This is an optimization exercise on Yosys and OpenROAD, whose aim is small area, not a production implementation.
In this exercise RTL edits were held to simulation tests only and were not proved equivalent to the original.
The clock input has no modelled driver; a real chip could not lean on it and would need a root buffer or a full tree.
Power figures rest on the tool's default switching activity, not on a simulated workload.

== run A ==
==> flow/design.v (excerpt) <==
module top (
    input  wire       clk,
    input  wire       reset,
    input  wire       pause,
    input  wire       adjust,
    input  wire       select,
    output reg  [6:0] seg,
    output reg  [3:0] anode
);
Settings: LEC_CHECK=0, CAP_MARGIN=20, CORE_MARGIN=2, CORE_UTILIZATION=40, PLACE_DENSITY=0.9, SLEW_MARGIN=20; clock period 10.0 ns.
standard.sh (not shown) runs the stock make flow with config.mk's settings and CLKGATE_MAP_FILE= SYNTH_SCRIPT=/design/flow/synth_recipe.tcl, a recipe that flattens the netlist after the stock synthesis.
==> flow/flow/run.sh <==
#!/bin/bash
# Standard ORFS layout with three changes:
#  - after the standard synthesis, the combinational cells are mapped again
#    with area-only ABC scripts, keeping the smallest result (registers, their
#    names and cells untouched);
#  - the smallest buffer on each port;
#  - the clock tree rebuilt as one or two buffers fed by the clock port, each
#    driving one cluster of registers (flow/kbuf.tcl).
set -euo pipefail
export BUFFER_PORTS_ARGS="-buffer_cell sky130_fd_sc_hd__buf_1"
export CTS_ARGS="-sink_clustering_enable -repair_clock_nets -root_buf sky130_fd_sc_hd__clkbuf_4 -buf_list sky130_fd_sc_hd__clkbuf_4 -sink_clustering_size 30 -dont_use_dummy_load"

R=orfs/results/sky130hd/top/base
LIB=$FLOW_HOME/platforms/sky130hd/lib/sky130_fd_sc_hd__tt_025C_1v80.lib
YOSYS=$FLOW_HOME/../tools/install/yosys/bin/yosys
[[ -x $YOSYS ]] || YOSYS=yosys

bash standard.sh synth > synth.log 2>&1

cp $R/1_2_yosys.v std_synth.v
DU=$(sed -n 's/^export DONT_USE_CELLS.*//; /^ *sky130/p' $FLOW_HOME/platforms/sky130hd/config.mk | tr -d '\\' | xargs -n1 | sed 's/^/-dont_use /' | xargs)
# Map the combinational logic again with each ABC script in flow/abc and keep
# the smallest result.
best=""; best_area=""
for s in flow/abc/*.abc; do
  n=$(basename $s .abc)
  cat > remap_$n.ys <<EOY
read_liberty -ignore_miss_func $LIB
read_verilog std_synth.v
hierarchy -top top
setattr -mod -set blackbox 1 sky130_fd_sc_hd__df*
flatten
rename -hide w:*.*
opt_clean -purge
abc -liberty $LIB $DU -script $PWD/$s
opt_clean -purge
hilomap -singleton -hicell sky130_fd_sc_hd__conb_1 HI -locell sky130_fd_sc_hd__conb_1 LO
insbuf -buf sky130_fd_sc_hd__buf_4 A X
opt_clean -purge
tee -o remap_$n.stat stat -liberty $LIB
write_verilog -noexpr -noattr -nohex -nodec remap_$n.v
EOY
  if $YOSYS -s remap_$n.ys > remap_$n.log 2>&1; then
    a=$(grep "Chip area for module" remap_$n.stat | head -1 | awk '{print $NF}')
    echo "$n $a" >> remap_areas.txt
    if [[ -n "$a" ]] && { [[ -z "$best_area" ]] || awk "BEGIN{exit !($a < $best_area)}"; }; then
      best=$n; best_area=$a
    fi
  fi
done
echo "best $best $best_area" >> remap_areas.txt
cp remap_$best.v $R/1_2_yosys.v
rm -f $R/1_synth.odb $R/1_synth.sdc

bash standard.sh $PWD/$R/4_1_cts.odb > standard_to_cts.log 2>&1
# Try the clock buffer options from the smallest area up, and keep the first
# whose worst register clock slew (placement estimate) is at most 112 ps; if
# none qualifies, keep the standard clock tree.
for opt in "1 buf_8" "2 buf_4" "1 buf_12" "2 buf_6" "1 clkbuf_16" "2 clkbuf_8"; do
  set -- $opt
  rm -f kbuf.odb
  if PLATFORM_DIR=$FLOW_HOME/platforms/sky130hd IN_ODB=$R/4_1_cts.odb IN_SDC=$R/4_cts.sdc \
      OUT_ODB=$PWD/kbuf.odb NBUF=$1 BUF_CELL=sky130_fd_sc_hd__$2 MAX_SLEW=0.112 \
      openroad -no_init -exit flow/kbuf.tcl > kbuf_$1_$2.log 2>&1 && [[ -f kbuf.odb ]]; then
    cp kbuf.odb $R/4_1_cts.odb
    break
  fi
done

bash standard.sh > standard.log 2>&1
Other scripts of this flow, unchanged in this note and not shown: flow/flow/abc/s01.abc, flow/flow/abc/s02.abc, flow/flow/abc/s03.abc, flow/flow/abc/s04.abc, flow/flow/abc/s05.abc, flow/flow/abc/s06.abc, flow/flow/abc/s07.abc, flow/flow/abc/s08.abc, flow/flow/abc/s09.abc, flow/flow/abc/s10.abc, flow/flow/kbuf.tcl
Here is what was changed in the inputs of run B compared with run A.
Settings: PLACE_DENSITY removed (was 0.9).
## What came out
- Side by side, measured slew at the worst slew-check pin turned out lower in run B than in run A.
- Shortest period the worst path allows delta (run B − run A): unfavourable
- Part of the cycle the worst path needs: run A vs run B, no meaningful difference
- The largest net degree at the start of global routing of run B and that of run A are within noise of each other.
- Summary of run B over run A: clock group power lost about 3%; clock share of power now sits lower; post-placement setup slack moved down; worst setup slack shows a reduction of 4.8 ps.
In every run of this note, the design's own scripts or RTL, not TritonCTS, make the clock network.

[re-timing with driven ports]
How much do the figures lean on ideal ports? The routed layouts below were timed once more, with nothing changed but the port constraints. Step 1 (the two cells are an assumption about what drives the block):
set clk [get_ports {clk}]
set_driving_cell -lib_cell sky130_fd_sc_hd__clkbuf_16 $clk
set_driving_cell -lib_cell sky130_fd_sc_hd__buf_2 [delete_from_list [all_inputs] $clk]
Step 2 also shifts input and output timing later by t, the mid clock arrival at the registers, as if the neighbouring blocks saw the same clock. Slacks: no drivers / after step 1 / after step 2; pairs: no drivers / after step 1.
run	t, ns	slack for setup (ns)	worst slew at a driven data input, ns
run A	0.161	5.012 / 4.990 / 4.990	0.03
run B	0.159	5.007 / 4.986 / 4.986	0.03
After both steps setup and hold are still met in every run listed. The setup slack of run A, which loses most, moves by -0.022 ns with the drivers and by -0.022 ns with both steps.
